This is an optimization exercise on Yosys and OpenROAD, whose aim is small area, a short achievable clock period and few clock cycles per item, not a production implementation. Function was checked by simulation only, so behaviour that the tests miss may differ from the original. Power figures rest on the tool's default switching activity, not on a simulated workload.

## flow/design.v

```verilog
`default_nettype none `timescale 1ns / 1ns
module shift_add_multiplier #(
    parameter integer WIDTH = 16
) (
    input wire clk,
    input wire reset_n,
    input wire tvalid_slave_1,
    input signed [WIDTH-1:0] tdata_slave_1,
    output wire tready_slave_1,
    input wire tvalid_slave_2,
    input signed [WIDTH-1:0] tdata_slave_2,
    output wire tready_slave_2,
    output reg tvalid_master,
    output reg signed [WIDTH-1:0] tdata_master,
    input wire tready_master
);
  reg held_1;
  reg held_2;
  reg [WIDTH-1:0] factor_a;
  reg [7:0] b_neg;
  reg [7:0] b_one;
  reg [7:0] b_two;
  wire [16:0] b_in = {tdata_slave_2, 1'b0};
  wire [7:0] b_in_neg, b_in_one, b_in_two;
  genvar gk;
  generate
    for (gk = 0; gk < 8; gk = gk + 1) begin : g_enc
      assign b_in_neg[gk] = b_in[2*gk+2];
      assign b_in_one[gk] = b_in[2*gk+1] ^ b_in[2*gk];
      assign b_in_two[gk] = (b_in[2*gk+2] & ~b_in[2*gk+1] & ~b_in[2*gk]) | (~b_in[2*gk+2] & b_in[2*gk+1] & b_in[2*gk]);
    end
  endgenerate
  wire [WIDTH-1:0] product;
  reg mid_valid_1;
  reg pipe_xy253;
  reg pipe_c217;
  reg pipe_xy256;
  reg pipe_s222;
  reg pipe_s187;
  reg pipe_c220;
  reg pipe_c188;
  reg pipe_c223;
  reg pipe_s225;
  reg pipe_s199;
  reg pipe_s228;
  reg pipe_c226;
  reg pipe_s248;
  reg pipe_c246;
  reg pipe_s251;
  reg pipe_c249;
  reg pipe_c252;
  reg pipe_c255;
  reg pipe_g277;
  reg pipe_p278;
  reg pipe_g275;
  reg pipe_p276;
  reg pipe_g281;
  reg pipe_g279;
  reg pipe_p280;
  reg pipe_G296;
  reg pipe_P297;
  reg pipe_g271;
  reg pipe_p272;
  reg pipe_G308;
  reg pipe_P309;
  reg pipe_p274;
  reg pipe_x370;
  reg pipe_x371;
  reg pipe_c229;
  reg pipe_pp1;
  reg pipe_p266;
  reg pipe_r348;
  reg pipe_r349;
  wire room_1 = ~mid_valid_1 | ~tvalid_master;
  wire room_2 = ~tvalid_master;
  wire advance_1 = held_1 & held_2 & (room_1 | tready_master);
  wire advance_2 = mid_valid_1 & (room_2 | tready_master);
  wire input_transaction_1 = tvalid_slave_1 & tready_slave_1;
  wire input_transaction_2 = tvalid_slave_2 & tready_slave_2;
  wire free_1 = ~held_1 | (held_2 & room_1);
  wire free_2 = ~held_2 | (held_1 & room_1);
  sam_ao21 u_rdy_1 (.a(held_2), .b(tready_master), .c(free_1), .y(tready_slave_1));
  sam_ao21 u_rdy_2 (.a(held_1), .b(tready_master), .c(free_2), .y(tready_slave_2));
  always @(posedge clk) begin
    if (input_transaction_1) factor_a <= tdata_slave_1;
    if (input_transaction_2) begin
      b_neg <= b_in_neg;
      b_one <= b_in_one;
      b_two <= b_in_two;
    end
    if (advance_1) begin
      pipe_xy253 <= xy253;
      pipe_c217 <= c217;
      pipe_xy256 <= xy256;
      pipe_s222 <= s222;
      pipe_s187 <= s187;
      pipe_c220 <= c220;
      pipe_c188 <= c188;
      pipe_c223 <= c223;
      pipe_s225 <= s225;
      pipe_s199 <= s199;
      pipe_s228 <= s228;
      pipe_c226 <= c226;
      pipe_s248 <= s248;
      pipe_c246 <= c246;
      pipe_s251 <= s251;
      pipe_c249 <= c249;
      pipe_c252 <= c252;
      pipe_c255 <= c255;
      pipe_g277 <= g277;
      pipe_p278 <= p278;
      pipe_g275 <= g275;
      pipe_p276 <= p276;
      pipe_g281 <= g281;
      pipe_g279 <= g279;
      pipe_p280 <= p280;
      pipe_G296 <= G296;
      pipe_P297 <= P297;
      pipe_g271 <= g271;
      pipe_p272 <= p272;
      pipe_G308 <= G308;
      pipe_P309 <= P309;
      pipe_p274 <= p274;
      pipe_x370 <= x370;
      pipe_x371 <= x371;
      pipe_c229 <= c229;
      pipe_pp1 <= pp1;
      pipe_p266 <= p266;
      pipe_r348 <= r348;
      pipe_r349 <= r349;
    end
    if (advance_2) tdata_master <= product;
    if (!reset_n) begin
      held_1 <= 1'b0;
      held_2 <= 1'b0;
      mid_valid_1 <= 1'b0;
      tvalid_master <= 1'b0;
    end else begin
      held_1 <= input_transaction_1 | (held_1 & ~advance_1);
      held_2 <= input_transaction_2 | (held_2 & ~advance_1);
      mid_valid_1 <= advance_1 | (mid_valid_1 & ~advance_2);
      tvalid_master <= advance_2 | (tvalid_master & ~tready_master);
    end
  end
  wire [15:0] a = factor_a;
  wire pp1 = b_one[0] & a[0];
  wire pc2 = b_neg[0] & ~pp1;
  wire m3;
  sam_ao22 u_m3 (.x1(a[1]), .x2(a[0]), .one(b_one[0]), .two(b_two[0]), .m(m3));
  wire pp4;
  sam_x2 u_pp4 (.a(m3), .b(b_neg[0]), .y(pp4));
  wire m5;
  sam_ao22 u_m5 (.x1(a[2]), .x2(a[1]), .one(b_one[0]), .two(b_two[0]), .m(m5));
  wire pp6;
  sam_x2 u_pp6 (.a(m5), .b(b_neg[0]), .y(pp6));
  wire m7;
  sam_ao22 u_m7 (.x1(a[3]), .x2(a[2]), .one(b_one[0]), .two(b_two[0]), .m(m7));
  wire pp8;
  sam_x2 u_pp8 (.a(m7), .b(b_neg[0]), .y(pp8));
  wire m9;
  sam_ao22 u_m9 (.x1(a[4]), .x2(a[3]), .one(b_one[0]), .two(b_two[0]), .m(m9));
  wire pp10;
  sam_x2 u_pp10 (.a(m9), .b(b_neg[0]), .y(pp10));
  wire m11;
  sam_ao22 u_m11 (.x1(a[5]), .x2(a[4]), .one(b_one[0]), .two(b_two[0]), .m(m11));
  wire pp12;
  sam_x2 u_pp12 (.a(m11), .b(b_neg[0]), .y(pp12));
  wire m13;
  sam_ao22 u_m13 (.x1(a[6]), .x2(a[5]), .one(b_one[0]), .two(b_two[0]), .m(m13));
  wire pp14;
  sam_x2 u_pp14 (.a(m13), .b(b_neg[0]), .y(pp14));
  wire m15;
  sam_ao22 u_m15 (.x1(a[7]), .x2(a[6]), .one(b_one[0]), .two(b_two[0]), .m(m15));
  wire pp16;
  sam_x2 u_pp16 (.a(m15), .b(b_neg[0]), .y(pp16));
  wire m17;
  sam_ao22 u_m17 (.x1(a[8]), .x2(a[7]), .one(b_one[0]), .two(b_two[0]), .m(m17));
  wire pp18;
  sam_x2 u_pp18 (.a(m17), .b(b_neg[0]), .y(pp18));
  wire m19;
  sam_ao22 u_m19 (.x1(a[9]), .x2(a[8]), .one(b_one[0]), .two(b_two[0]), .m(m19));
  wire pp20;
  sam_x2 u_pp20 (.a(m19), .b(b_neg[0]), .y(pp20));
  wire m21;
  sam_ao22 u_m21 (.x1(a[10]), .x2(a[9]), .one(b_one[0]), .two(b_two[0]), .m(m21));
  wire pp22;
  sam_x2 u_pp22 (.a(m21), .b(b_neg[0]), .y(pp22));
  wire m23;
  sam_ao22 u_m23 (.x1(a[11]), .x2(a[10]), .one(b_one[0]), .two(b_two[0]), .m(m23));
  wire pp24;
  sam_x2 u_pp24 (.a(m23), .b(b_neg[0]), .y(pp24));
  wire m25;
  sam_ao22 u_m25 (.x1(a[12]), .x2(a[11]), .one(b_one[0]), .two(b_two[0]), .m(m25));
  wire pp26;
  sam_x2 u_pp26 (.a(m25), .b(b_neg[0]), .y(pp26));
  wire m27;
  sam_ao22 u_m27 (.x1(a[13]), .x2(a[12]), .one(b_one[0]), .two(b_two[0]), .m(m27));
  wire pp28;
  sam_x2 u_pp28 (.a(m27), .b(b_neg[0]), .y(pp28));
  wire m29;
  sam_ao22 u_m29 (.x1(a[14]), .x2(a[13]), .one(b_one[0]), .two(b_two[0]), .m(m29));
  wire pp30;
  sam_x2 u_pp30 (.a(m29), .b(b_neg[0]), .y(pp30));
  wire m31;
  sam_ao22 u_m31 (.x1(a[15]), .x2(a[14]), .one(b_one[0]), .two(b_two[0]), .m(m31));
  wire pp32;
  sam_x2 u_pp32 (.a(m31), .b(b_neg[0]), .y(pp32));
  wire pp33 = b_one[1] & a[0];
  wire pc34 = b_neg[1] & ~pp33;
  wire m35;
  sam_ao22 u_m35 (.x1(a[1]), .x2(a[0]), .one(b_one[1]), .two(b_two[1]), .m(m35));
  wire pp36;
  sam_x2 u_pp36 (.a(m35), .b(b_neg[1]), .y(pp36));
  wire m37;
  sam_ao22 u_m37 (.x1(a[2]), .x2(a[1]), .one(b_one[1]), .two(b_two[1]), .m(m37));
  wire pp38;
  sam_x2 u_pp38 (.a(m37), .b(b_neg[1]), .y(pp38));
  wire m39;
  sam_ao22 u_m39 (.x1(a[3]), .x2(a[2]), .one(b_one[1]), .two(b_two[1]), .m(m39));
  wire pp40;
  sam_x2 u_pp40 (.a(m39), .b(b_neg[1]), .y(pp40));
  wire m41;
  sam_ao22 u_m41 (.x1(a[4]), .x2(a[3]), .one(b_one[1]), .two(b_two[1]), .m(m41));
  wire pp42;
  sam_x2 u_pp42 (.a(m41), .b(b_neg[1]), .y(pp42));
  wire m43;
  sam_ao22 u_m43 (.x1(a[5]), .x2(a[4]), .one(b_one[1]), .two(b_two[1]), .m(m43));
  wire pp44;
  sam_x2 u_pp44 (.a(m43), .b(b_neg[1]), .y(pp44));
  wire m45;
  sam_ao22 u_m45 (.x1(a[6]), .x2(a[5]), .one(b_one[1]), .two(b_two[1]), .m(m45));
  wire pp46;
  sam_x2 u_pp46 (.a(m45), .b(b_neg[1]), .y(pp46));
  wire m47;
  sam_ao22 u_m47 (.x1(a[7]), .x2(a[6]), .one(b_one[1]), .two(b_two[1]), .m(m47));
  wire pp48;
  sam_x2 u_pp48 (.a(m47), .b(b_neg[1]), .y(pp48));
  wire m49;
  sam_ao22 u_m49 (.x1(a[8]), .x2(a[7]), .one(b_one[1]), .two(b_two[1]), .m(m49));
  wire pp50;
  sam_x2 u_pp50 (.a(m49), .b(b_neg[1]), .y(pp50));
  wire m51;
  sam_ao22 u_m51 (.x1(a[9]), .x2(a[8]), .one(b_one[1]), .two(b_two[1]), .m(m51));
  wire pp52;
  sam_x2 u_pp52 (.a(m51), .b(b_neg[1]), .y(pp52));
  wire m53;
  sam_ao22 u_m53 (.x1(a[10]), .x2(a[9]), .one(b_one[1]), .two(b_two[1]), .m(m53));
  wire pp54;
  sam_x2 u_pp54 (.a(m53), .b(b_neg[1]), .y(pp54));
  wire m55;
  sam_ao22 u_m55 (.x1(a[11]), .x2(a[10]), .one(b_one[1]), .two(b_two[1]), .m(m55));
  wire pp56;
  sam_x2 u_pp56 (.a(m55), .b(b_neg[1]), .y(pp56));
  wire m57;
  sam_ao22 u_m57 (.x1(a[12]), .x2(a[11]), .one(b_one[1]), .two(b_two[1]), .m(m57));
  wire pp58;
  sam_x2 u_pp58 (.a(m57), .b(b_neg[1]), .y(pp58));
  wire m59;
  sam_ao22 u_m59 (.x1(a[13]), .x2(a[12]), .one(b_one[1]), .two(b_two[1]), .m(m59));
  wire pp60;
  sam_x2 u_pp60 (.a(m59), .b(b_neg[1]), .y(pp60));
  wire pp61 = b_one[2] & a[0];
  wire pc62 = b_neg[2] & ~pp61;
  wire m63;
  sam_ao22 u_m63 (.x1(a[1]), .x2(a[0]), .one(b_one[2]), .two(b_two[2]), .m(m63));
  wire pp64;
  sam_x2 u_pp64 (.a(m63), .b(b_neg[2]), .y(pp64));
  wire m65;
  sam_ao22 u_m65 (.x1(a[2]), .x2(a[1]), .one(b_one[2]), .two(b_two[2]), .m(m65));
  wire pp66;
  sam_x2 u_pp66 (.a(m65), .b(b_neg[2]), .y(pp66));
  wire m67;
  sam_ao22 u_m67 (.x1(a[3]), .x2(a[2]), .one(b_one[2]), .two(b_two[2]), .m(m67));
  wire pp68;
  sam_x2 u_pp68 (.a(m67), .b(b_neg[2]), .y(pp68));
  wire m69;
  sam_ao22 u_m69 (.x1(a[4]), .x2(a[3]), .one(b_one[2]), .two(b_two[2]), .m(m69));
  wire pp70;
  sam_x2 u_pp70 (.a(m69), .b(b_neg[2]), .y(pp70));
  wire m71;
  sam_ao22 u_m71 (.x1(a[5]), .x2(a[4]), .one(b_one[2]), .two(b_two[2]), .m(m71));
  wire pp72;
  sam_x2 u_pp72 (.a(m71), .b(b_neg[2]), .y(pp72));
  wire m73;
  sam_ao22 u_m73 (.x1(a[6]), .x2(a[5]), .one(b_one[2]), .two(b_two[2]), .m(m73));
  wire pp74;
  sam_x2 u_pp74 (.a(m73), .b(b_neg[2]), .y(pp74));
  wire m75;
  sam_ao22 u_m75 (.x1(a[7]), .x2(a[6]), .one(b_one[2]), .two(b_two[2]), .m(m75));
  wire pp76;
  sam_x2 u_pp76 (.a(m75), .b(b_neg[2]), .y(pp76));
  wire m77;
  sam_ao22 u_m77 (.x1(a[8]), .x2(a[7]), .one(b_one[2]), .two(b_two[2]), .m(m77));
  wire pp78;
  sam_x2 u_pp78 (.a(m77), .b(b_neg[2]), .y(pp78));
  wire m79;
  sam_ao22 u_m79 (.x1(a[9]), .x2(a[8]), .one(b_one[2]), .two(b_two[2]), .m(m79));
  wire pp80;
  sam_x2 u_pp80 (.a(m79), .b(b_neg[2]), .y(pp80));
  wire m81;
  sam_ao22 u_m81 (.x1(a[10]), .x2(a[9]), .one(b_one[2]), .two(b_two[2]), .m(m81));
  wire pp82;
  sam_x2 u_pp82 (.a(m81), .b(b_neg[2]), .y(pp82));
  wire m83;
  sam_ao22 u_m83 (.x1(a[11]), .x2(a[10]), .one(b_one[2]), .two(b_two[2]), .m(m83));
  wire pp84;
  sam_x2 u_pp84 (.a(m83), .b(b_neg[2]), .y(pp84));
  wire pp85 = b_one[3] & a[0];
  wire pc86 = b_neg[3] & ~pp85;
  wire m87;
  sam_ao22 u_m87 (.x1(a[1]), .x2(a[0]), .one(b_one[3]), .two(b_two[3]), .m(m87));
  wire pp88;
  sam_x2 u_pp88 (.a(m87), .b(b_neg[3]), .y(pp88));
  wire m89;
  sam_ao22 u_m89 (.x1(a[2]), .x2(a[1]), .one(b_one[3]), .two(b_two[3]), .m(m89));
  wire pp90;
  sam_x2 u_pp90 (.a(m89), .b(b_neg[3]), .y(pp90));
  wire m91;
  sam_ao22 u_m91 (.x1(a[3]), .x2(a[2]), .one(b_one[3]), .two(b_two[3]), .m(m91));
  wire pp92;
  sam_x2 u_pp92 (.a(m91), .b(b_neg[3]), .y(pp92));
  wire m93;
  sam_ao22 u_m93 (.x1(a[4]), .x2(a[3]), .one(b_one[3]), .two(b_two[3]), .m(m93));
  wire pp94;
  sam_x2 u_pp94 (.a(m93), .b(b_neg[3]), .y(pp94));
  wire m95;
  sam_ao22 u_m95 (.x1(a[5]), .x2(a[4]), .one(b_one[3]), .two(b_two[3]), .m(m95));
  wire pp96;
  sam_x2 u_pp96 (.a(m95), .b(b_neg[3]), .y(pp96));
  wire m97;
  sam_ao22 u_m97 (.x1(a[6]), .x2(a[5]), .one(b_one[3]), .two(b_two[3]), .m(m97));
  wire pp98;
  sam_x2 u_pp98 (.a(m97), .b(b_neg[3]), .y(pp98));
  wire m99;
  sam_ao22 u_m99 (.x1(a[7]), .x2(a[6]), .one(b_one[3]), .two(b_two[3]), .m(m99));
  wire pp100;
  sam_x2 u_pp100 (.a(m99), .b(b_neg[3]), .y(pp100));
  wire m101;
  sam_ao22 u_m101 (.x1(a[8]), .x2(a[7]), .one(b_one[3]), .two(b_two[3]), .m(m101));
  wire pp102;
  sam_x2 u_pp102 (.a(m101), .b(b_neg[3]), .y(pp102));
  wire m103;
  sam_ao22 u_m103 (.x1(a[9]), .x2(a[8]), .one(b_one[3]), .two(b_two[3]), .m(m103));
  wire pp104;
  sam_x2 u_pp104 (.a(m103), .b(b_neg[3]), .y(pp104));
  wire pp105 = b_one[4] & a[0];
  wire pc106 = b_neg[4] & ~pp105;
  wire m107;
  sam_ao22 u_m107 (.x1(a[1]), .x2(a[0]), .one(b_one[4]), .two(b_two[4]), .m(m107));
  wire pp108;
  sam_x2 u_pp108 (.a(m107), .b(b_neg[4]), .y(pp108));
  wire m109;
  sam_ao22 u_m109 (.x1(a[2]), .x2(a[1]), .one(b_one[4]), .two(b_two[4]), .m(m109));
  wire pp110;
  sam_x2 u_pp110 (.a(m109), .b(b_neg[4]), .y(pp110));
  wire m111;
  sam_ao22 u_m111 (.x1(a[3]), .x2(a[2]), .one(b_one[4]), .two(b_two[4]), .m(m111));
  wire pp112;
  sam_x2 u_pp112 (.a(m111), .b(b_neg[4]), .y(pp112));
  wire m113;
  sam_ao22 u_m113 (.x1(a[4]), .x2(a[3]), .one(b_one[4]), .two(b_two[4]), .m(m113));
  wire pp114;
  sam_x2 u_pp114 (.a(m113), .b(b_neg[4]), .y(pp114));
  wire m115;
  sam_ao22 u_m115 (.x1(a[5]), .x2(a[4]), .one(b_one[4]), .two(b_two[4]), .m(m115));
  wire pp116;
  sam_x2 u_pp116 (.a(m115), .b(b_neg[4]), .y(pp116));
  wire m117;
  sam_ao22 u_m117 (.x1(a[6]), .x2(a[5]), .one(b_one[4]), .two(b_two[4]), .m(m117));
  wire pp118;
  sam_x2 u_pp118 (.a(m117), .b(b_neg[4]), .y(pp118));
  wire m119;
  sam_ao22 u_m119 (.x1(a[7]), .x2(a[6]), .one(b_one[4]), .two(b_two[4]), .m(m119));
  wire pp120;
  sam_x2 u_pp120 (.a(m119), .b(b_neg[4]), .y(pp120));
  wire pp121 = b_one[5] & a[0];
  wire pc122 = b_neg[5] & ~pp121;
  wire m123;
  sam_ao22 u_m123 (.x1(a[1]), .x2(a[0]), .one(b_one[5]), .two(b_two[5]), .m(m123));
  wire pp124;
  sam_x2 u_pp124 (.a(m123), .b(b_neg[5]), .y(pp124));
  wire m125;
  sam_ao22 u_m125 (.x1(a[2]), .x2(a[1]), .one(b_one[5]), .two(b_two[5]), .m(m125));
  wire pp126;
  sam_x2 u_pp126 (.a(m125), .b(b_neg[5]), .y(pp126));
  wire m127;
  sam_ao22 u_m127 (.x1(a[3]), .x2(a[2]), .one(b_one[5]), .two(b_two[5]), .m(m127));
  wire pp128;
  sam_x2 u_pp128 (.a(m127), .b(b_neg[5]), .y(pp128));
  wire m129;
  sam_ao22 u_m129 (.x1(a[4]), .x2(a[3]), .one(b_one[5]), .two(b_two[5]), .m(m129));
  wire pp130;
  sam_x2 u_pp130 (.a(m129), .b(b_neg[5]), .y(pp130));
  wire m131;
  sam_ao22 u_m131 (.x1(a[5]), .x2(a[4]), .one(b_one[5]), .two(b_two[5]), .m(m131));
  wire pp132;
  sam_x2 u_pp132 (.a(m131), .b(b_neg[5]), .y(pp132));
  wire pp133 = b_one[6] & a[0];
  wire pc134 = b_neg[6] & ~pp133;
  wire m135;
  sam_ao22 u_m135 (.x1(a[1]), .x2(a[0]), .one(b_one[6]), .two(b_two[6]), .m(m135));
  wire pp136;
  sam_x2 u_pp136 (.a(m135), .b(b_neg[6]), .y(pp136));
  wire m137;
  sam_ao22 u_m137 (.x1(a[2]), .x2(a[1]), .one(b_one[6]), .two(b_two[6]), .m(m137));
  wire pp138;
  sam_x2 u_pp138 (.a(m137), .b(b_neg[6]), .y(pp138));
  wire m139;
  sam_ao22 u_m139 (.x1(a[3]), .x2(a[2]), .one(b_one[6]), .two(b_two[6]), .m(m139));
  wire pp140;
  sam_x2 u_pp140 (.a(m139), .b(b_neg[6]), .y(pp140));
  wire pp141 = b_one[7] & a[0];
  wire pc142 = b_neg[7] & ~pp141;
  wire m143;
  sam_ao22 u_m143 (.x1(a[1]), .x2(a[0]), .one(b_one[7]), .two(b_two[7]), .m(m143));
  wire pp144;
  sam_x2 u_pp144 (.a(m143), .b(b_neg[7]), .y(pp144));
  wire s145, s146;
  sam_ha u_s145 (.a(pc122), .b(pp24), .s(s145), .co(s146));
  wire xy147;
  sam_x2 u_xy147 (.a(pp133), .b(pp26), .y(xy147));
  wire s148;
  sam_x2 u_s148 (.a(xy147), .b(pp54), .y(s148));
  wire c149;
  sam_maj u_c149 (.a(pp133), .b(pp26), .c(pp54), .y(c149));
  wire xy150;
  sam_x2 u_xy150 (.a(pc134), .b(pp28), .y(xy150));
  wire s151;
  sam_x2 u_s151 (.a(xy150), .b(pp56), .y(s151));
  wire c152;
  sam_maj u_c152 (.a(pc134), .b(pp28), .c(pp56), .y(c152));
  wire s153, s154;
  sam_ha u_s153 (.a(pp80), .b(pp100), .s(s153), .co(s154));
  wire xy155;
  sam_x2 u_xy155 (.a(pp141), .b(pp30), .y(xy155));
  wire s156;
  sam_x2 u_s156 (.a(xy155), .b(pp58), .y(s156));
  wire c157;
  sam_maj u_c157 (.a(pp141), .b(pp30), .c(pp58), .y(c157));
  wire xy158;
  sam_x2 u_xy158 (.a(pp82), .b(pp102), .y(xy158));
  wire s159;
  sam_x2 u_s159 (.a(xy158), .b(pp118), .y(s159));
  wire c160;
  sam_maj u_c160 (.a(pp82), .b(pp102), .c(pp118), .y(c160));
  wire s161, s162;
  sam_ha u_s161 (.a(pc86), .b(pp16), .s(s161), .co(s162));
  wire xy163;
  sam_x2 u_xy163 (.a(pp105), .b(pp18), .y(xy163));
  wire s164;
  sam_x2 u_s164 (.a(xy163), .b(pp46), .y(s164));
  wire c165;
  sam_maj u_c165 (.a(pp105), .b(pp18), .c(pp46), .y(c165));
  wire xy166;
  sam_x2 u_xy166 (.a(pc106), .b(pp20), .y(xy166));
  wire s167;
  sam_x2 u_s167 (.a(xy166), .b(pp48), .y(s167));
  wire c168;
  sam_maj u_c168 (.a(pc106), .b(pp20), .c(pp48), .y(c168));
  wire s169, s170;
  sam_ha u_s169 (.a(pp72), .b(pp92), .s(s169), .co(s170));
  wire xy171;
  sam_x2 u_xy171 (.a(pp121), .b(pp22), .y(xy171));
  wire s172;
  sam_x2 u_s172 (.a(xy171), .b(pp50), .y(s172));
  wire c173;
  sam_maj u_c173 (.a(pp121), .b(pp22), .c(pp50), .y(c173));
  wire xy174;
  sam_x2 u_xy174 (.a(pp74), .b(pp94), .y(xy174));
  wire s175;
  sam_x2 u_s175 (.a(xy174), .b(pp110), .y(s175));
  wire c176;
  sam_maj u_c176 (.a(pp74), .b(pp94), .c(pp110), .y(c176));
  wire xy177;
  sam_x2 u_xy177 (.a(pp52), .b(pp76), .y(xy177));
  wire s178;
  sam_x2 u_s178 (.a(xy177), .b(pp96), .y(s178));
  wire c179;
  sam_maj u_c179 (.a(pp52), .b(pp76), .c(pp96), .y(c179));
  wire xy180;
  sam_x2 u_xy180 (.a(pp112), .b(pp124), .y(xy180));
  wire s181;
  sam_x2 u_s181 (.a(xy180), .b(s145), .y(s181));
  wire c182;
  sam_maj u_c182 (.a(pp112), .b(pp124), .c(s145), .y(c182));
  wire xy183;
  sam_x2 u_xy183 (.a(pp78), .b(pp98), .y(xy183));
  wire s184;
  sam_x2 u_s184 (.a(xy183), .b(pp114), .y(s184));
  wire c185;
  sam_maj u_c185 (.a(pp78), .b(pp98), .c(pp114), .y(c185));
  wire xy186;
  sam_x2 u_xy186 (.a(pp126), .b(s146), .y(xy186));
  wire s187;
  sam_x2 u_s187 (.a(xy186), .b(s148), .y(s187));
  wire c188;
  sam_maj u_c188 (.a(pp126), .b(s146), .c(s148), .y(c188));
  wire xy189;
  sam_x2 u_xy189 (.a(pp116), .b(pp128), .y(xy189));
  wire s190;
  sam_x2 u_s190 (.a(xy189), .b(pp136), .y(s190));
  wire c191;
  sam_maj u_c191 (.a(pp116), .b(pp128), .c(pp136), .y(c191));
  wire xy192;
  sam_x2 u_xy192 (.a(s153), .b(c149), .y(xy192));
  wire s193;
  sam_x2 u_s193 (.a(xy192), .b(s151), .y(s193));
  wire c194;
  sam_maj u_c194 (.a(s153), .b(c149), .c(s151), .y(c194));
  wire xy195;
  sam_x2 u_xy195 (.a(pp130), .b(pp138), .y(xy195));
  wire s196;
  sam_x2 u_s196 (.a(xy195), .b(s154), .y(s196));
  wire c197;
  sam_maj u_c197 (.a(pp130), .b(pp138), .c(s154), .y(c197));
  wire xy198;
  sam_x2 u_xy198 (.a(c152), .b(s156), .y(xy198));
  wire s199;
  sam_x2 u_s199 (.a(xy198), .b(s159), .y(s199));
  wire c200;
  sam_maj u_c200 (.a(c152), .b(s156), .c(s159), .y(c200));
  wire s201, s202;
  sam_ha u_s201 (.a(pc62), .b(pp12), .s(s201), .co(s202));
  wire xy203;
  sam_x2 u_xy203 (.a(pp85), .b(pp14), .y(xy203));
  wire s204;
  sam_x2 u_s204 (.a(xy203), .b(pp42), .y(s204));
  wire c205;
  sam_maj u_c205 (.a(pp85), .b(pp14), .c(pp42), .y(c205));
  wire xy206;
  sam_x2 u_xy206 (.a(pp44), .b(pp68), .y(xy206));
  wire s207;
  sam_x2 u_s207 (.a(xy206), .b(pp88), .y(s207));
  wire c208;
  sam_maj u_c208 (.a(pp44), .b(pp68), .c(pp88), .y(c208));
  wire xy209;
  sam_x2 u_xy209 (.a(pp70), .b(pp90), .y(xy209));
  wire s210;
  sam_x2 u_s210 (.a(xy209), .b(s162), .y(s210));
  wire c211;
  sam_maj u_c211 (.a(pp70), .b(pp90), .c(s162), .y(c211));
  wire xy212;
  sam_x2 u_xy212 (.a(pp108), .b(s169), .y(xy212));
  wire s213;
  sam_x2 u_s213 (.a(xy212), .b(c165), .y(s213));
  wire c214;
  sam_maj u_c214 (.a(pp108), .b(s169), .c(c165), .y(c214));
  wire xy215;
  sam_x2 u_xy215 (.a(s170), .b(c168), .y(xy215));
  wire s216;
  sam_x2 u_s216 (.a(xy215), .b(s172), .y(s216));
  wire c217;
  sam_maj u_c217 (.a(s170), .b(c168), .c(s172), .y(c217));
  wire xy218;
  sam_x2 u_xy218 (.a(c173), .b(c176), .y(xy218));
  wire s219;
  sam_x2 u_s219 (.a(xy218), .b(s178), .y(s219));
  wire c220;
  sam_maj u_c220 (.a(c173), .b(c176), .c(s178), .y(c220));
  wire xy221;
  sam_x2 u_xy221 (.a(c179), .b(s184), .y(xy221));
  wire s222;
  sam_x2 u_s222 (.a(xy221), .b(c182), .y(s222));
  wire c223;
  sam_maj u_c223 (.a(c179), .b(s184), .c(c182), .y(c223));
  wire xy224;
  sam_x2 u_xy224 (.a(c185), .b(s190), .y(xy224));
  wire s225;
  sam_x2 u_s225 (.a(xy224), .b(s193), .y(s225));
  wire c226;
  sam_maj u_c226 (.a(c185), .b(s190), .c(s193), .y(c226));
  wire xy227;
  sam_x2 u_xy227 (.a(c191), .b(s196), .y(xy227));
  wire s228;
  sam_x2 u_s228 (.a(xy227), .b(c194), .y(s228));
  wire c229;
  sam_maj u_c229 (.a(c191), .b(s196), .c(c194), .y(c229));
  wire s230, s231;
  sam_ha u_s230 (.a(pc34), .b(pp8), .s(s230), .co(s231));
  wire xy232;
  sam_x2 u_xy232 (.a(pp61), .b(pp10), .y(xy232));
  wire s233;
  sam_x2 u_s233 (.a(xy232), .b(pp38), .y(s233));
  wire c234;
  sam_maj u_c234 (.a(pp61), .b(pp10), .c(pp38), .y(c234));
  wire xy235;
  sam_x2 u_xy235 (.a(pp40), .b(pp64), .y(xy235));
  wire s236;
  sam_x2 u_s236 (.a(xy235), .b(s201), .y(s236));
  wire c237;
  sam_maj u_c237 (.a(pp40), .b(pp64), .c(s201), .y(c237));
  wire xy238;
  sam_x2 u_xy238 (.a(pp66), .b(s202), .y(xy238));
  wire s239;
  sam_x2 u_s239 (.a(xy238), .b(s204), .y(s239));
  wire c240;
  sam_maj u_c240 (.a(pp66), .b(s202), .c(s204), .y(c240));
  wire xy241;
  sam_x2 u_xy241 (.a(s161), .b(c205), .y(xy241));
  wire s242;
  sam_x2 u_s242 (.a(xy241), .b(s207), .y(s242));
  wire c243;
  sam_maj u_c243 (.a(s161), .b(c205), .c(s207), .y(c243));
  wire xy244;
  sam_x2 u_xy244 (.a(c208), .b(s164), .y(xy244));
  wire s245;
  sam_x2 u_s245 (.a(xy244), .b(s210), .y(s245));
  wire c246;
  sam_maj u_c246 (.a(c208), .b(s164), .c(s210), .y(c246));
  wire xy247;
  sam_x2 u_xy247 (.a(s167), .b(c211), .y(xy247));
  wire s248;
  sam_x2 u_s248 (.a(xy247), .b(s213), .y(s248));
  wire c249;
  sam_maj u_c249 (.a(s167), .b(c211), .c(s213), .y(c249));
  wire xy250;
  sam_x2 u_xy250 (.a(s175), .b(c214), .y(xy250));
  wire s251;
  sam_x2 u_s251 (.a(xy250), .b(s216), .y(s251));
  wire c252;
  sam_maj u_c252 (.a(s175), .b(c214), .c(s216), .y(c252));
  wire xy253;
  sam_x2 u_xy253 (.a(s181), .b(s219), .y(xy253));
  wire s254;
  sam_x2 u_s254 (.a(pipe_xy253), .b(pipe_c217), .y(s254));
  wire c255;
  sam_maj u_c255 (.a(s181), .b(s219), .c(c217), .y(c255));
  wire xy256;
  sam_x2 u_xy256 (.a(s187), .b(c220), .y(xy256));
  wire s257;
  sam_x2 u_s257 (.a(pipe_xy256), .b(pipe_s222), .y(s257));
  wire c258;
  sam_maj u_c258 (.a(pipe_s187), .b(pipe_c220), .c(pipe_s222), .y(c258));
  wire xy259;
  sam_x2 u_xy259 (.a(pipe_c188), .b(pipe_c223), .y(xy259));
  wire s260;
  sam_x2 u_s260 (.a(xy259), .b(pipe_s225), .y(s260));
  wire c261;
  sam_maj u_c261 (.a(pipe_c188), .b(pipe_c223), .c(pipe_s225), .y(c261));
  wire xy262;
  sam_x2 u_xy262 (.a(pipe_s199), .b(pipe_s228), .y(xy262));
  wire s263;
  sam_x2 u_s263 (.a(xy262), .b(pipe_c226), .y(s263));
  wire c264;
  sam_maj u_c264 (.a(pipe_s199), .b(pipe_s228), .c(pipe_c226), .y(c264));
  wire g265 = pc2 & pp4;
  wire p266 = pc2 ^ pp4;
  wire g267 = pp33 & pp6;
  wire p268 = pp33 ^ pp6;
  wire g269 = pp36 & s230;
  wire p270 = pp36 ^ s230;
  wire g271 = s233 & s231;
  wire p272 = s233 ^ s231;
  wire g273 = s236 & c234;
  wire p274 = s236 ^ c234;
  wire g275 = s239 & c237;
  wire p276 = s239 ^ c237;
  wire g277 = s242 & c240;
  wire p278 = s242 ^ c240;
  wire g279 = s245 & c243;
  wire p280 = s245 ^ c243;
  wire g281 = s248 & c246;
  wire p282 = pipe_s248 ^ pipe_c246;
  wire g283 = pipe_s251 & pipe_c249;
  wire p284 = pipe_s251 ^ pipe_c249;
  wire g285 = s254 & pipe_c252;
  wire p286 = s254 ^ pipe_c252;
  wire g287 = s257 & pipe_c255;
  wire p288 = s257 ^ pipe_c255;
  wire g289 = s260 & c258;
  wire p290 = s260 ^ c258;
  wire g291 = s263 & c261;
  wire p292 = s263 ^ c261;
  wire P293 = p266 & pp1;
  wire G294 = g269 | (p270 & g267);
  wire P295 = p270 & p268;
  wire G296 = g273 | (p274 & g271);
  wire P297 = p274 & p272;
  wire G298 = pipe_g277 | (pipe_p278 & pipe_g275);
  wire P299 = pipe_p278 & pipe_p276;
  wire G300 = pipe_g281 | (p282 & pipe_g279);
  wire P301 = p282 & pipe_p280;
  wire G302 = g285 | (p286 & g283);
  wire P303 = p286 & p284;
  wire G304 = g289 | (p290 & g287);
  wire P305 = p290 & p288;
  wire G306 = g267 | (p268 & g265);
  wire P307 = p268 & P293;
  wire G308 = G294 | (P295 & g265);
  wire P309 = P295 & P293;
  wire G310 = pipe_g275 | (pipe_p276 & pipe_G296);
  wire P311 = pipe_p276 & pipe_P297;
  wire G312 = G298 | (P299 & pipe_G296);
  wire P313 = P299 & pipe_P297;
  wire G314 = g283 | (p284 & G300);
  wire P315 = p284 & P301;
  wire G316 = G302 | (P303 & G300);
  wire P317 = P303 & P301;
  wire G318 = g291 | (p292 & G304);
  wire P319 = p292 & P305;
  wire G320 = pipe_g271 | (pipe_p272 & pipe_G308);
  wire P321 = pipe_p272 & pipe_P309;
  wire G322 = pipe_G296 | (pipe_P297 & pipe_G308);
  wire P323 = pipe_P297 & pipe_P309;
  wire G324 = G310 | (P311 & pipe_G308);
  wire P325 = P311 & pipe_P309;
  wire G326 = G312 | (P313 & pipe_G308);
  wire P327 = P313 & pipe_P309;
  wire G328 = g287 | (p288 & G316);
  wire P329 = p288 & P317;
  wire G330 = G304 | (P305 & G316);
  wire P331 = P305 & P317;
  wire G332 = G318 | (P319 & G316);
  wire P333 = P319 & P317;
  wire G334 = pipe_g279 | (pipe_p280 & G326);
  wire P335 = pipe_p280 & P327;
  wire G336 = G300 | (P301 & G326);
  wire P337 = P301 & P327;
  wire G338 = G314 | (P315 & G326);
  wire P339 = P315 & P327;
  wire G340 = G316 | (P317 & G326);
  wire P341 = P317 & P327;
  wire G342 = G328 | (P329 & G326);
  wire P343 = P329 & P327;
  wire G344 = G330 | (P331 & G326);
  wire P345 = P331 & P327;
  wire G346 = G332 | (P333 & G326);
  wire P347 = P333 & P327;
  wire r348 = p268 ^ g265;
  wire r349 = p270 ^ G306;
  wire r350 = pipe_p272 ^ pipe_G308;
  wire r351 = pipe_p274 ^ G320;
  wire r352 = pipe_p276 ^ G322;
  wire r353 = pipe_p278 ^ G324;
  wire r354 = pipe_p280 ^ G326;
  wire r355 = p282 ^ G334;
  wire r356 = p284 ^ G336;
  wire r357 = p286 ^ G338;
  wire r358 = p288 ^ G340;
  wire r359 = p290 ^ G342;
  wire r360 = p292 ^ G344;
  wire x361;
  sam_x2 u_x361 (.a(pc142), .b(pp104), .y(x361));
  wire x362;
  sam_x2 u_x362 (.a(pp120), .b(pp132), .y(x362));
  wire x363;
  sam_x2 u_x363 (.a(pp140), .b(pp144), .y(x363));
  wire x364;
  sam_x2 u_x364 (.a(pp32), .b(pp60), .y(x364));
  wire x365;
  sam_x2 u_x365 (.a(pp84), .b(x361), .y(x365));
  wire x366;
  sam_x2 u_x366 (.a(x362), .b(x363), .y(x366));
  wire x367;
  sam_x2 u_x367 (.a(x364), .b(c157), .y(x367));
  wire x368;
  sam_x2 u_x368 (.a(c160), .b(x365), .y(x368));
  wire x369;
  sam_x2 u_x369 (.a(x366), .b(x367), .y(x369));
  wire x370;
  sam_x2 u_x370 (.a(c197), .b(x368), .y(x370));
  wire x371;
  sam_x2 u_x371 (.a(x369), .b(c200), .y(x371));
  wire x372;
  sam_x2 u_x372 (.a(pipe_x370), .b(pipe_x371), .y(x372));
  wire x373;
  sam_x2 u_x373 (.a(pipe_c229), .b(x372), .y(x373));
  wire x374;
  sam_x2 u_x374 (.a(c264), .b(x373), .y(x374));
  wire x375;
  sam_x2 u_x375 (.a(x374), .b(G346), .y(x375));
  assign product = {x375, r360, r359, r358, r357, r356, r355, r354, r353, r352, r351, r350, pipe_r349, pipe_r348, pipe_p266, pipe_pp1};
endmodule
module sam_rdy (
    input wire held,
    input wire other,
    input wire room,
    input wire tready_master,
    output wire tready
);
  assign tready = ~held | (other & (room | tready_master));
endmodule
module sam_ao21 (
    input wire a,
    input wire b,
    input wire c,
    output wire y
);
  assign y = (a & b) | c;
endmodule
module sam_fa (
    input wire a,
    input wire b,
    input wire c,
    output wire s,
    output wire co
);
  assign s  = a ^ b ^ c;
  assign co = (a & b) | (a & c) | (b & c);
endmodule
module sam_ha (
    input wire a,
    input wire b,
    output wire s,
    output wire co
);
  assign s  = a ^ b;
  assign co = a & b;
endmodule
module sam_x2 (
    input wire a,
    input wire b,
    output wire y
);
  assign y = a ^ b;
endmodule
module sam_maj (
    input wire a,
    input wire b,
    input wire c,
    output wire y
);
  assign y = (a & b) | (a & c) | (b & c);
endmodule
module sam_ao22 (
    input wire x1,
    input wire x2,
    input wire one,
    input wire two,
    output wire m
);
  assign m = (one & x1) | (two & x2);
endmodule
module sam_bsel (
    input wire x1,
    input wire x2,
    input wire one,
    input wire two,
    input wire neg,
    output wire pp
);
  assign pp = ((one & x1) | (two & x2)) ^ neg;
endmodule
```

## flow/config.mk

```make
export PLATFORM = sky130hd
export DESIGN_NAME = shift_add_multiplier
export DESIGN_NICKNAME = shift_add_multiplier
export VERILOG_FILES = /design/flow/design.v
export SDC_FILE = /design/flow/constraint.sdc
export NUM_CORES = 4
export LEC_CHECK = 0
export CAP_MARGIN = 0
export CORE_MARGIN = 2
export CORE_UTILIZATION = 40
export CTS_BUF_LIST = sky130_fd_sc_hd__clkbuf_8
export GPL_TIMING_DRIVEN = 0
export SETUP_SLACK_MARGIN = 2.3
export SLEW_MARGIN = 0
export SYNTH_HIERARCHICAL = 1
```

## flow/flow/run.sh

```bash
#!/bin/bash
# The standard layout (standard.sh), with the port buffers that global
# placement inserts made from the smallest buffer cell instead of the default.
set -euo pipefail
export BUFFER_PORTS_ARGS="-buffer_cell sky130_fd_sc_hd__buf_1"
bash standard.sh > standard.log 2>&1
```

## flow/constraint.sdc

```tcl
create_clock -name core_clock -period 5.0 [get_ports {clk}]
set_input_delay 1.0000 -clock core_clock [delete_from_list [all_inputs] [get_ports {clk}]]
set_output_delay 1.0000 -clock core_clock [all_outputs]
set_load 0.01 [all_outputs]
```

## flow/standard.sh

```bash
#!/bin/bash
# synth_recipe.tcl (not shown) runs the flow's synth.tcl, then flattens the netlist and writes it again
# the make line also repeats each setting of config.mk as NAME=value (left out here)
make -C /OpenROAD-flow-scripts/flow DESIGN_CONFIG=/design/flow/config.mk WORK_HOME=/design/flow/orfs CLKGATE_MAP_FILE= SYNTH_SCRIPT=/design/flow/synth_recipe.tcl "${@:-finish}"
```

==> results of run 1 <==
==> per-module statistics from Yosys (local to each module, per instance) <==
module | copies in the design | cells | flip-flops and latches
sam_ao21 | 2 | 1 | 0
sam_ao22 | 64 | 1 | 0
sam_ha | 6 | 1 | 0
sam_maj | 36 | 1 | 0
sam_x2 | 151 | 1 | 0
shift_add_multiplier | 1 | 222 | 98
==> metrics by stage <==
stage	hold slack [ps]	std cells	worst slack (ps)	utilization, %
floorplan	400	481	2600	-
global placement	405	724	2150	43.8
detailed placement	407	724	2050	43.8
global route	439	750	2310	46.0
CTS	428	740	2440	45.3
finish	428	750	2490	46.0
==> per-layer routing <==
| metal | global-route usage, % | wire, um | vias up |
|---|---|---|---|
| met2 | 23.5 | 5290 | 82 |
| met4 | 7.56 | 315 | 0 |
| met5 | 0 | 0 | - |
| met3 | 2.04 | 361 | 17 |
| li1 | - | - | 1940 |
| met1 | 18.3 | 5140 | 1819 |
==> power by group <==
part / total [W] / internal [W] / switching [W]
Sequential: 0.00114 / 0.00106 / 0.0000785
Combinational: 0.000909 / 0.000439 / 0.000470
Clock: 0.000578 / 0.000298 / 0.000280
Total: 0.00263 / 0.00180 / 0.000828
==> layout make-up <==
cell class / count / area [um^2] / area share, %
sequential: 98 / 2900 / 41.7
inverter: 3 / 11.3 / 0.162
tap: 188 / 235 / 3.38
timing repair buffer: 65 / 307 / 4.40
multi-input combinational: 380 / 3280 / 47.1
clock buffer: 10 / 138 / 1.98
clock inverter: 6 / 90.1 / 1.29
==> state kept, by name, summed over array words and instances, names as in the netlist, 8 cells and up <==
| signal | count |
|---|---|
| b_neg | 8 |
| factor_a | 16 |
| b_one | 8 |
| tdata_master | 16 |
| b_two | 8 |
==> worst reg2reg max path: stages (launching register included) <==
cell      delay, ps
edfxtp_1        560
buf_12          210
a22o_1          230
xor2_1          250
xor2_1          200
xor2_1          120
maj3_2          360
maj3_2          320
==> placed cells by master, fill, tap and decap left out, types with 2 or more instances in the layout <==
master	n
a21boi_0	2
a31oi_1	2
o21ai_0	9
buf_4	8
nand3_1	2
o21a_1	2
nor2b_1	11
buf_12	2
and2_1	12
nand3b_1	7
inv_6	2
a21o_1	8
a21oi_1	3
inv_1	3
nand2b_1	8
ha_1	21
clkbuf_8	10
maj3_2	36
buf_1	55
a22o_1	64
dfxtp_1	4
xor2_1	163
nand2_1	7
xnor2_1	5
edfxtp_1	94
nor2_1	7
bufinv_16	2
==> kinds of logic after synthesis <==
logic type,share of synthesized area (%)
buffers and inverters,0.182
xor gates and xnor gates,23.8
adders and majority gates,11.1
and+or+nand+nor,5.62
muxes,0.162
DFF,46.9
AOI/OAI and AO/OA,12.2
==> cell usage after synthesis (3+ instances only) <==
| cell | number |
|---|---|
| a21o_1 | 8 |
| a21oi_1 | 3 |
| a22o_1 | 64 |
| and2_1 | 12 |
| dfxtp_1 | 4 |
| edfxtp_1 | 94 |
| ha_1 | 21 |
| inv_1 | 3 |
| maj3_2 | 36 |
| nand2_1 | 7 |
| nand2b_1 | 8 |
| nand3b_1 | 7 |
| nor2_1 | 7 |
| nor2b_1 | 12 |
| o21ai_0 | 9 |
| xnor2_1 | 5 |
| xor2_1 | 163 |
==> timing repair <==
action	in CTS	in global routing
endpoints found under the setup margin	0	1
hold buffers	0	0
resized for setup	0	0
setup buffers	0	10
hold endpoints to repair	0	0
==> how the worst min path moves through the flow <==
stage / end / start / cells after the start
global placement: tdata_master[3]$_DFFE_PP_ / pipe_r349$_DFFE_PP_ / 0
global route: tdata_master[1]$_DFFE_PP_ / pipe_p266$_DFFE_PP_ / 0
floorplan: tdata_master[0]$_DFFE_PP_ / pipe_pp1$_DFFE_PP_ / 0
finish: tdata_master[2]$_DFFE_PP_ / pipe_r348$_DFFE_PP_ / 0
CTS: tdata_master[2]$_DFFE_PP_ / pipe_r348$_DFFE_PP_ / 0
detailed placement: tdata_master[2]$_DFFE_PP_ / pipe_r348$_DFFE_PP_ / 0
==> impl_results.md, run 1 <==
* Minimum clock period at 2510 ps
* Crit path top cell by count: xor2_1
* Hpwl dp at 8100 um
* Clock Pin Slew Worst Setup and Hold Paths at 100 ps
* Synth Register Bits at 98
* Die Area at 16500 um^2
* Worst-Margin Slew at 1160 ps
* Top FF cell, synth: edfxtp_1
* Layout area overhead at 12.5%
* PwrDens at 377 nW/um^2
* Clk_skew at 9.57 ps
* Share of cells above drive strength 1 at 11.6%
* Period utilization at 50.2%
* Critical Path Stages at 7
* First-pass GRT wire length at 18100 um
* FF-to-FF End: pipe_c229$_DFFE_PP_
* DR WL/cell at 14.8 um
* Cells after synthesis at 481
* Worst skew pair latency at 380 ps
* Via Count at 3858
* Yosys cell types at 31
* CP Capture Type: register
* Rows at 45
* Detailed-route vias per instance at 5.14
* Final setup viols at 0
* Placed inst area at 6630 um^2
* # port buffers at 55
* Drt first pass iters at 4
* Max stage delay on crit path at 560 ps
* CP Buf/Inv Count at 1
* Final hold violation count at 0
* Worst reg2reg path depth at 7
* CTS H-tree lvls at 3
* Post-DRT Antenna Nets at 0
* Leak Pwr at 2.69 nW
* Maximum vdd drop at 0.000147 V
* Slew Limit Headroom at 22.5%
* CTS buffer count at 9
* Final Cell Area at 6960 um^2
* Worst r2r src: b_one[0]$_DFFE_PP_
* Largest net degree at the start of global routing at 39
* Cell taking the most area after synthesis: edfxtp_1
* Initial antenna violation count at 0
* Overflow left after global routing at 0
* Register area share after synthesis at 46.9%
* Count of warnings emitted by yosys at 7
* Clock sink count at 98
* Root Driver: clkbuf_8
* Synth Cell Area at 6190 um^2
* Power Total at 0.00263 W
* GRT Util Overall at 14.2%
* Area contributors post-synth: edfxtp_1 (46%), xor2_1 (23%), a22o_1 (9.1%)
* Asr flop ratio synth at 0%
* Post-synth top area share at 45.6%
* Synth Area per Inst at 12.9 um^2
* Fillers at 1371
* Worst-path fanout max at 8
* Nets@finish at 616
* Max Buffers Root-to-Sink at 2
* ANT cells at 0
* WL final at 11100 um
* RSZ-0062 raised after global routing: no
* FMAX at 0.398 GHz
* Cell family with most CP delay: adder cells
* Number of global-route vias before repair at 3638
* Post-synth EDFFs at 94
* DR iter-0 viols at 168
* Crit path cell chain: buf_12 > a22o_1 > xor2_1 > xor2_1 > xor2_1 > maj3_2 > maj3_2
* Post-synth net total at 540
* DRC at 0
* Startpoint Class: register
* Initial Utilization at 40.9%
* Worst path required time at 5130 ps
* Chip height at 128 um
* Final Max Slew Viols at 0
* CP arrival at 2640 ps
* Hold Path Class: reg -> reg
* Crit-path slowest cell: edfxtp_1
* Gpl congestion at 0.833
* CP endpoint: pipe_c229$_DFFE_PP_
* Max-cap violations at 0
* Core footprint at 15100 um^2
* Setup CP Type: reg -> reg
* TritonCTS clock tree: yes
* R2r setup slk at 2490 ps
* IO Pins at 56
* Setup TNS at 0 ps
* Status: complete, no violations
* Crit. Startpoint: b_one[0]$_DFFE_PP_
* Die W at 128 um
Testbench counts, summed over its fixed seeds: cycles 1,224, items 1,200.
==> run 2, diff against run 1 <==
--- a/flow/design.v
+++ b/flow/design.v
@@ -32,12 +32,6 @@
   endgenerate
   wire [WIDTH-1:0] product;
   reg mid_valid_1;
-  reg pipe_xy253;
-  reg pipe_c217;
-  reg pipe_xy256;
-  reg pipe_s222;
-  reg pipe_s187;
-  reg pipe_c220;
   reg pipe_c188;
   reg pipe_c223;
   reg pipe_s225;
@@ -48,13 +42,15 @@
   reg pipe_c246;
   reg pipe_s251;
   reg pipe_c249;
+  reg pipe_s254;
   reg pipe_c252;
+  reg pipe_s257;
   reg pipe_c255;
+  reg pipe_c258;
   reg pipe_g277;
   reg pipe_p278;
   reg pipe_g275;
   reg pipe_p276;
-  reg pipe_g281;
   reg pipe_g279;
   reg pipe_p280;
   reg pipe_G296;
@@ -64,9 +60,8 @@
   reg pipe_G308;
   reg pipe_P309;
   reg pipe_p274;
-  reg pipe_x370;
-  reg pipe_x371;
   reg pipe_c229;
+  reg pipe_x372;
   reg pipe_pp1;
   reg pipe_p266;
   reg pipe_r348;
@@ -77,10 +72,8 @@
   wire advance_2 = mid_valid_1 & (room_2 | tready_master);
   wire input_transaction_1 = tvalid_slave_1 & tready_slave_1;
   wire input_transaction_2 = tvalid_slave_2 & tready_slave_2;
-  wire free_1 = ~held_1 | (held_2 & room_1);
-  wire free_2 = ~held_2 | (held_1 & room_1);
-  sam_ao21 u_rdy_1 (.a(held_2), .b(tready_master), .c(free_1), .y(tready_slave_1));
-  sam_ao21 u_rdy_2 (.a(held_1), .b(tready_master), .c(free_2), .y(tready_slave_2));
+  sam_rdy u_rdy_1 (.held(held_1), .other(held_2), .room(room_1), .tready_master(tready_master), .tready(tready_slave_1));
+  sam_rdy u_rdy_2 (.held(held_2), .other(held_1), .room(room_1), .tready_master(tready_master), .tready(tready_slave_2));
   always @(posedge clk) begin
     if (input_transaction_1) factor_a <= tdata_slave_1;
     if (input_transaction_2) begin
@@ -89,12 +82,6 @@
       b_two <= b_in_two;
     end
     if (advance_1) begin
-      pipe_xy253 <= xy253;
-      pipe_c217 <= c217;
-      pipe_xy256 <= xy256;
-      pipe_s222 <= s222;
-      pipe_s187 <= s187;
-      pipe_c220 <= c220;
       pipe_c188 <= c188;
       pipe_c223 <= c223;
       pipe_s225 <= s225;
@@ -105,13 +92,15 @@
       pipe_c246 <= c246;
       pipe_s251 <= s251;
       pipe_c249 <= c249;
+      pipe_s254 <= s254;
       pipe_c252 <= c252;
+      pipe_s257 <= s257;
       pipe_c255 <= c255;
+      pipe_c258 <= c258;
       pipe_g277 <= g277;
       pipe_p278 <= p278;
       pipe_g275 <= g275;
       pipe_p276 <= p276;
-      pipe_g281 <= g281;
       pipe_g279 <= g279;
       pipe_p280 <= p280;
       pipe_G296 <= G296;
@@ -121,9 +110,8 @@
       pipe_G308 <= G308;
       pipe_P309 <= P309;
       pipe_p274 <= p274;
-      pipe_x370 <= x370;
-      pipe_x371 <= x371;
       pipe_c229 <= c229;
+      pipe_x372 <= x372;
       pipe_pp1 <= pp1;
       pipe_p266 <= p266;
       pipe_r348 <= r348;
@@ -622,15 +610,15 @@
   wire xy253;
   sam_x2 u_xy253 (.a(s181), .b(s219), .y(xy253));
   wire s254;
-  sam_x2 u_s254 (.a(pipe_xy253), .b(pipe_c217), .y(s254));
+  sam_x2 u_s254 (.a(xy253), .b(c217), .y(s254));
   wire c255;
   sam_maj u_c255 (.a(s181), .b(s219), .c(c217), .y(c255));
   wire xy256;
   sam_x2 u_xy256 (.a(s187), .b(c220), .y(xy256));
   wire s257;
-  sam_x2 u_s257 (.a(pipe_xy256), .b(pipe_s222), .y(s257));
+  sam_x2 u_s257 (.a(xy256), .b(s222), .y(s257));
   wire c258;
-  sam_maj u_c258 (.a(pipe_s187), .b(pipe_c220), .c(pipe_s222), .y(c258));
+  sam_maj u_c258 (.a(s187), .b(c220), .c(s222), .y(c258));
   wire xy259;
   sam_x2 u_xy259 (.a(pipe_c188), .b(pipe_c223), .y(xy259));
   wire s260;
@@ -659,16 +647,16 @@
   wire p278 = s242 ^ c240;
   wire g279 = s245 & c243;
   wire p280 = s245 ^ c243;
-  wire g281 = s248 & c246;
+  wire g281 = pipe_s248 & pipe_c246;
   wire p282 = pipe_s248 ^ pipe_c246;
   wire g283 = pipe_s251 & pipe_c249;
   wire p284 = pipe_s251 ^ pipe_c249;
-  wire g285 = s254 & pipe_c252;
-  wire p286 = s254 ^ pipe_c252;
-  wire g287 = s257 & pipe_c255;
-  wire p288 = s257 ^ pipe_c255;
-  wire g289 = s260 & c258;
-  wire p290 = s260 ^ c258;
+  wire g285 = pipe_s254 & pipe_c252;
+  wire p286 = pipe_s254 ^ pipe_c252;
+  wire g287 = pipe_s257 & pipe_c255;
+  wire p288 = pipe_s257 ^ pipe_c255;
+  wire g289 = s260 & pipe_c258;
+  wire p290 = s260 ^ pipe_c258;
   wire g291 = s263 & c261;
   wire p292 = s263 ^ c261;
   wire P293 = p266 & pp1;
@@ -678,7 +666,7 @@
   wire P297 = p274 & p272;
   wire G298 = pipe_g277 | (pipe_p278 & pipe_g275);
   wire P299 = pipe_p278 & pipe_p276;
-  wire G300 = pipe_g281 | (p282 & pipe_g279);
+  wire G300 = g281 | (p282 & pipe_g279);
   wire P301 = p282 & pipe_p280;
   wire G302 = g285 | (p286 & g283);
   wire P303 = p286 & p284;
@@ -762,9 +750,9 @@
   wire x371;
   sam_x2 u_x371 (.a(x369), .b(c200), .y(x371));
   wire x372;
-  sam_x2 u_x372 (.a(pipe_x370), .b(pipe_x371), .y(x372));
+  sam_x2 u_x372 (.a(x370), .b(x371), .y(x372));
   wire x373;
-  sam_x2 u_x373 (.a(pipe_c229), .b(x372), .y(x373));
+  sam_x2 u_x373 (.a(pipe_c229), .b(pipe_x372), .y(x373));
   wire x374;
   sam_x2 u_x374 (.a(c264), .b(x373), .y(x374));
   wire x375;
@@ -780,14 +768,6 @@
 );
   assign tready = ~held | (other & (room | tready_master));
 endmodule
-module sam_ao21 (
-    input wire a,
-    input wire b,
-    input wire c,
-    output wire y
-);
-  assign y = (a & b) | c;
-endmodule
 module sam_fa (
     input wire a,
     input wire b,
--- a/flow/config.mk
+++ b/flow/config.mk
@@ -10,6 +10,6 @@
 export CORE_UTILIZATION = 40
 export CTS_BUF_LIST = sky130_fd_sc_hd__clkbuf_8
 export GPL_TIMING_DRIVEN = 0
-export SETUP_SLACK_MARGIN = 2.3
+export SETUP_SLACK_MARGIN = 2.5
 export SLEW_MARGIN = 0
 export SYNTH_HIERARCHICAL = 1
==> run 2 against run 1 <==
Largest cell class unchanged. Critical endpoint is now tready_slave_1. Clock skew is 3.3 ps higher. Die area decreased by 2.4%. Sequential share of layout area is 2.8 points lower. Global-route usage is 0.47 points higher. Flip-flop and latch count shrank 5. Total power is 4.5% lower. Largest power group unchanged. Synthesized cell count down 0.83%. Still clean.
==> impl_results.md, run 2 <==
* Synth Area per Inst at 12.6 um^2 (-1.7%)
* Nets@finish at 645 (+4.7%)
* Setup TNS at 0 ps (unchanged)
* Top FF cell, synth: edfxtp_1
* Chip height at 127 um (-1.2%)
* Crit path cell chain: buf_1 > o21ai_1 > nand2_1 > buf_1
* Startpoint of the worst hold path: pipe_r348$_DFFE_PP_
* PwrDens at 354 nW/um^2 (-6.0%)
* Share of cells above drive strength 1 at 18.0% (+6.4 points)
* Post-synth top area share at 44.3% (-1.3 points)
* DR WL/cell at 14.9 um (+0.67%)
* Commonest cells post-synth: xor2_1 (162), edfxtp_1 (89), a22o_1 (64)
* Leak Pwr at 2.76 nW (+2.6%)
* Synth Cell Area at 6030 um^2 (-2.5%)
* CTS H-tree lvls at 3 (unchanged)
* Worst path required time at 4000 ps (-1130 ps)
* Period utilization at 49.2% (-0.98 points)
* Count of warnings emitted by yosys at 7 (unchanged)
* IO Pins at 56 (unchanged)
* R2r setup slk at 2580 ps (+90 ps)
* Post-synth net total at 537 (-0.56%)
* Yosys cell types at 32 (+3.2%)
* WL final at 11500 um (+3.9%)
* Status: complete, no violations
* Die Area at 16100 um^2 (-2.4%)
* Placed Cells at 716 (-1.1%)
* Max Buffers Root-to-Sink at 2 (unchanged)
* DRC at 0 (unchanged)
* Crit path top cell by count: buf_1
* # port buffers at 55 (unchanged)
* Register area share after synthesis at 45.6% (-1.3 points)
* CTS buffer count at 9 (unchanged)
* Max stage delay on crit path at 150 ps (-410 ps)
* Final hold violation count at 0 (unchanged)
* RSZ-0062 raised after global routing: yes
* Clock sink count at 93 (-5.1%)
* Die W at 127 um (-1.2%)
* Final setup viols at 0 (unchanged)
* Post-synth EDFFs at 89 (-5.3%)
* Max-cap violations at 0 (unchanged)
* Rows at 44 (-2.2%)
* Setup CP Type: in -> out
* Worst-Margin Slew at 1140 ps (-25.4 ps)
* TritonCTS clock tree: yes
* Cell taking the most area after synthesis: edfxtp_1
* Cells after synthesis at 477 (-0.83%)
* Clk_skew at 12.9 ps (+3.29 ps)
* Post-DRT Antenna Nets at 0 (unchanged)
* CP Capture Type: output pin
* DR iter-0 viols at 168 (unchanged)
* Most frequent cells in the layout: xor2_1 (153), edfxtp_1 (89), a22o_1 (64), buf_1 (55), buf_4 (38)
* Overflow left after global routing at 0 (unchanged)
* FF-to-FF End: pipe_p280$_DFFE_PP_
* Commonest non-fill, non-tap cell in the layout: xor2_1
* First-pass GRT wire length at 18800 um (+3.5%)
* Initial antenna violation count at 0 (unchanged)
* FMAX at 0.406 GHz (+2.0%)
* Worst r2r src: b_one[2]$_DFFE_PP_
* Hold Buf Count CTS at 0 (unchanged)
* Area contributors post-synth: edfxtp_1 (44%), xor2_1 (24%), a22o_1 (9.3%)
* Final Max Slew Viols at 0 (unchanged)
* Maximum vdd drop at 0.000178 V (+21%)
* GRT Util Overall at 14.7% (+0.47 points)
* Largest net degree at the start of global routing at 34 (-13%)
* Hpwl dp at 8030 um (-0.90%)
* Core footprint at 14600 um^2 (-3.3%)
* Slew Limit Headroom at 24.2% (+1.7 points)
* CP arrival at 1460 ps (-1180 ps)
* Gpl congestion at 0.819 (-1.7%)
* Root Driver: clkbuf_8
* Worst skew pair latency at 390 ps (about the same)
* ANT cells at 0 (unchanged)
* Minimum clock period at 2460 ps (-49.0 ps)
* Hold Path Class: reg -> reg
* Drt first pass iters at 5 (+1)
* Fin cells at 774 (+3.2%)
* Hold-critical path depth at 0 (unchanged)
* Asr flop ratio synth at 0% (unchanged)
* Via Count at 3932 (+1.9%)
* Clock Pin Slew Worst Setup and Hold Paths at 90 ps (about the same)
* Number of global-route vias before repair at 3807 (+4.6%)
* Top flop regs: factor_a (16), tdata_master (16)
* Crit-path slowest cell: buf_1
* Worst-path fanout max at 3 (-5)
* Synth Register Bits at 93 (-5.1%)
* Layout area overhead at 17.3%
* Worst reg2reg path depth at 7 (unchanged)
* Top-count cell post-synth: xor2_1
* Initial Utilization at 41.2% (+0.34 points)
* Startpoint Class: input port
* Worst Hold End: tdata_master[2]$_DFFE_PP_
* Detailed-route vias per instance at 5.08 (-1.2%)
[run 2: cells by family (layout without fill, tap and decap cells)]
group,Yosys count,after routing,synth area share [%]
buffers and inverters,1,114,0.0622
AND/OR/NAND/NOR,64,64,6.12
flip-flops,93,93,45.6
XOR/XNOR,166,166,24.1
AO/OA/AOI/OAI,94,94,12.5
adder cells (fa/ha/maj),59,59,11.6
[run 2: how the worst max path moves through the flow]
stage | startpoint | to | slack (ps) | depth (start not counted)
2_1_floorplan | b_one[0]$_DFFE_PP_ | pipe_c258$_DFFE_PP_ | 2650 | 6
3_3_place_gp | tready_master | tdata_master[15]$_DFFE_PP_ | 2230 | 3
3_5_place_dp | tready_master | pipe_x372$_DFFE_PP_ | 2210 | 5
4_1_cts | b_one[2]$_DFFE_PP_ | pipe_c258$_DFFE_PP_ | 2510 | 7
5_1_grt | factor_a[6]$_DFFE_PP_ | pipe_c258$_DFFE_PP_ | 2440 | 7
6_report | tready_master | tready_slave_1 | 2540 | 4
[run 2: final cells by class]
cell class | count | area (um^2)
Clock buffer | 9 | 124
Clock inverter | 7 | 50.0
Fill cell | 1346 | 7570
Inverter | 1 | 7.51
Multi-Input combinational cell | 383 | 3350
Sequential cell | 93 | 2750
Tap cell | 184 | 230
Timing Repair Buffer | 96 | 552
Timing Repair inverter | 1 | 7.51
[run 2: per-stage QoR]
step	worst slack, ps	cell area, um^2	hold slack (ps)	util [%]	power [W]
after detailed placement	2210	6470	405	44.2	0.00202
final	2540	7070	425	48.3	0.00251
after global routing	2440	7070	433	48.3	0.00269
after CTS	2510	6740	427	46.0	0.00250
after floorplan	2650	6030	400	-	0.00184
after global placement	2230	6470	404	44.2	0.00200
[run 2: repair_timing]
item	4_1_cts	5_1_grt
gates resized for setup	0	12
cloned	0	1
buffers inserted	12	29
pin swaps	0	2
endpoints found under the hold margin	0	0
endpoints found under the setup margin	3	45
[run 2: per-module statistics from Yosys, one instance, submodules excluded]
module | area (um^2) | copies in the design | flops+latches | cells inside
sam_ao22 | 8.76 | 64 | 0 | 1
sam_rdy | 8.76 | 2 | 0 | 2
sam_ha | 12.5 | 6 | 0 | 1
sam_x2 | 8.76 | 151 | 0 | 1
shift_add_multiplier | 3650 | 1 | 93 | 216
sam_maj | 11.3 | 36 | 0 | 1
[run 2: critical path, delay by kind of cell]
family	cells	cell delay [ps]
buffers and inverters	2	290
AO/OA/AOI/OAI	1	90
AND/OR/NAND/NOR	1	80
[run 2: power by group]
group          total (W)  switching (W)  leakage, nW  internal, W
sequential       0.00106      0.0000577        0.866      0.00100
clock           0.000455       0.000272       0.0895     0.000183
combinational   0.000991       0.000512         1.81     0.000480
total            0.00251       0.000841         2.76      0.00167
[run 2: per-layer routing]
metal	vias to the layer above	share of wire, %	global-route usage, %	wire length [um]
met3	22	3.4	2.57	390
met2	77	49	25.6	5700
li1	1988	-	-	-
met1	1845	45	18.0	5180
met5	-	0	0	0
met4	0	2.4	6.21	272
Testbench counts of run 2, summed over its fixed seeds: cycles 1,224, items 1,200.

## static timing again, ports no longer ideal
The flow's constraints put no driver on any port. The routed layouts listed below were extracted and timed again, unchanged, in two steps.
Step 1: set_driving_cell puts a clkbuf_16 on clk and a buf_2 on each other input, an assumption about the parent block.
Step 2, shift: input delay + t, output delay - t, t = (earliest + latest rising clock arrival at the registers) / 2. This alone moves slack from input paths to output paths.
a / b / c = ideal / step 1 / step 2; a / b = the first two.
run	t, ns	setup slack, ns	latest minus earliest clock arrival (ns)	worst register clock-pin slew, ns	worst slew at a driven data input, ns
run 1	0.407	2.490 / 2.490 / 2.414	0.010 / 0.010	0.10 / 0.10	0.04
run 2	0.410	2.539 / 2.516 / 2.339	0.013 / 0.013	0.10 / 0.10	0.04
After both steps every run listed still meets setup and hold. The setup slack of run 2, which loses most, moves by -0.023 ns with the drivers and by -0.200 ns with both steps.
